This is an optimization exercise on Yosys and OpenROAD, whose aim is small area, a short achievable clock period and few clock cycles per item, not a production implementation.
Where RTL was checked, it was by simulation tests only, not by an equivalence proof against the original.
Power and IR drop assume default switching activity.

Design sha256, start of the top module:
module sha256(
    input clk,
    input reset,
    input [71:0] input_number,
    output done,
    output [255:0] hash,
    output [71:0] answer_number
);
Size: ~4600 cells after synthesis, roughly 900 flip-flops, about 400 I/O pins, about 42000 sq um of cells after synthesis.
clock: 12.0 ns
lec_check: 0
abc_area: 1
cap_margin: 20
core_margin: 2
core_utilization: 45
cts_buf_list: sky130_fd_sc_hd__clkbuf_8
cts_cluster_size: 30
place_density: 0.55
slew_margin: 20
synth_hierarchical: 1
standard.sh (not shown) runs the stock make flow with config.mk's settings and CLKGATE_MAP_FILE= SYNTH_SCRIPT=/design/flow/synth_recipe.tcl, a recipe that flattens the netlist after the stock synthesis.
==> flow/flow/run.sh <==
#!/bin/bash
set -uo pipefail
cd "$(dirname "$0")/.."
bash standard.sh \
  "BUFFER_PORTS_ARGS=-buffer_cell sky130_fd_sc_hd__buf_1" \
  SETUP_SLACK_MARGIN=7.7 \
  finish > standard.log 2>&1
Rerun with:
--- a/flow/design.v
+++ b/flow/design.v
@@ -85,35 +85,33 @@
     wire [31:0] S1  = rotr(e, 6) ^ rotr(e, 11) ^ rotr(e, 25);
     wire [31:0] ch  = (e & f) ^ (~e & g);
     wire [31:0] maj = (a & b) | (c & (a | b));
     wire [31:0] t1s, t1c_r;
     csa32 u_t1s (.x(hkw), .y(ch), .z(S1), .s(t1s), .c(t1c_r));
     wire [31:0] t1c = t1c_r << 1;
     wire [31:0] a2s, a2c_r;
     csa32 u_a2s (.x(t1s), .y(t1c), .z(maj), .s(a2s), .c(a2c_r));
     wire [31:0] a2c = a2c_r << 1;
     wire [31:0] a3s, a3c_r;
     csa32 u_a3s (.x(a2s), .y(a2c), .z(S0), .s(a3s), .c(a3c_r));
     wire [31:0] a3c = a3c_r << 1;
-    wire [31:0] a_new;
-    add32 u_a_new (.x(a3s), .y(a3c), .s(a_new));
+    wire [31:0] a_new = a3s + a3c;
     wire [31:0] ivd = ({32{lo[1]}} & IV3) | ({32{lo[2]}} & IV2) |
                       ({32{lo[3]}} & IV1) | ({32{lo[4]}} & IV0);
     wire [31:0] ex  = ph_fin ? ivd : t1s;
     wire [31:0] ey  = t1c & {32{~ph_fin}};
     wire [31:0] e2s, e2c_r;
     csa32 u_e2s (.x(ex), .y(ey), .z(d), .s(e2s), .c(e2c_r));
     wire [31:0] e2c = e2c_r << 1;
-    wire [31:0] e_new;
-    add32 u_e_new (.x(e2s), .y(e2c), .s(e_new));
+    wire [31:0] e_new = e2s + e2c;
     wire [31:0] s0w = rotr(w[14], 7) ^ rotr(w[14], 18) ^ (w[14] >> 3);
     wire [31:0] s1w = rotr(w[1], 17) ^ rotr(w[1], 19) ^ (w[1] >> 10);
     wire [31:0] w1s, w1c_r;
     csa32 u_w1s (.x(w[6]), .y(w[15]), .z(s0w), .s(w1s), .c(w1c_r));
     wire [31:0] w1c = w1c_r << 1;
     wire [31:0] w2s, w2c_r;
     csa32 u_w2s (.x(w1s), .y(w1c), .z(s1w), .s(w2s), .c(w2c_r));
     wire [31:0] w2c = w2c_r << 1;
     wire [31:0] w_sched;
     add32bk u_w_sched (.x(w2s), .y(w2c), .s(w_sched));
     wire [31:0] w_msg = ({32{hi[0] & lo[0]}} & msg[39:8]) |
                         ({32{hi[0] & lo[1]}} & {msg[7:0], 8'h80, 16'h0}) |
@@ -297,15 +295,12 @@
     wire p9_22 = p0[22] & p8_21;
     wire g9_24 = g0[24] | (p0[24] & g6_23);
     wire p9_24 = p0[24] & p6_23;
     wire g9_26 = g0[26] | (p0[26] & g8_25);
     wire p9_26 = p0[26] & p8_25;
     wire g9_28 = g0[28] | (p0[28] & g7_27);
     wire p9_28 = p0[28] & p7_27;
     wire g9_30 = g0[30] | (p0[30] & g8_29);
     wire p9_30 = p0[30] & p8_29;
     wire [31:0] cg = {g5_31, g9_30, g8_29, g9_28, g7_27, g9_26, g8_25, g9_24, g6_23, g9_22, g8_21, g9_20, g7_19, g9_18, g8_17, g9_16, g4_15, g9_14, g8_13, g9_12, g7_11, g9_10, g8_9, g9_8, g3_7, g9_6, g8_5, g9_4, g2_3, g9_2, g1_1, g0[0]};
     assign s = p0 ^ {cg[30:0], 1'b0};
 endmodule
-module add32(input [31:0] x, input [31:0] y, output [31:0] s);
-    assign s = x + y;
-endmodule
The changed run finished with timing, DRC and antenna clean; via count came out lower by about 0.5%; clock skew drops by 20 ps; non-clock buffer count decreases by 5; sequential share of layout area rose by 1.1 points; die area falls by 1.9%; power went down by about 3%; setup slack improves by 6.2 ps.
Testbench counts after the change, summed over its fixed seeds: cycles 26,880, items 384.
Function not checked in the first run of this note: the RTL went through the layout flow alone.

## what the ideal ports hide
How much do the figures lean on ideal ports? The routed layouts below were timed once more, with nothing changed but the port constraints.
Step 1 (the two cells are an assumption about what drives the block):
set clk [get_ports {clk}]
set_driving_cell -lib_cell sky130_fd_sc_hd__clkbuf_16 $clk
set_driving_cell -lib_cell sky130_fd_sc_hd__buf_2 [delete_from_list [all_inputs] $clk]
Step 2, shift: input delay + t, output delay - t, t = (earliest + latest rising clock arrival at the registers) / 2. This alone moves slack from input paths to output paths.
Slacks: ideal ports / drivers / drivers and shift; pairs: ideal ports / drivers.
run | t (ns) | slack for setup (ns) | worst setup path at the end | cell pins on the clock port's net
the first run | 0.912 | 7.754 / 7.736 / 7.543 | input to register | 1
the second run | 0.913 | 7.761 / 7.689 / 7.376 | input to register | 1
After both steps setup and hold are still met in every run listed. The setup slack of the second run, which loses most, moves by -0.072 ns with the drivers and by -0.385 ns with both steps.
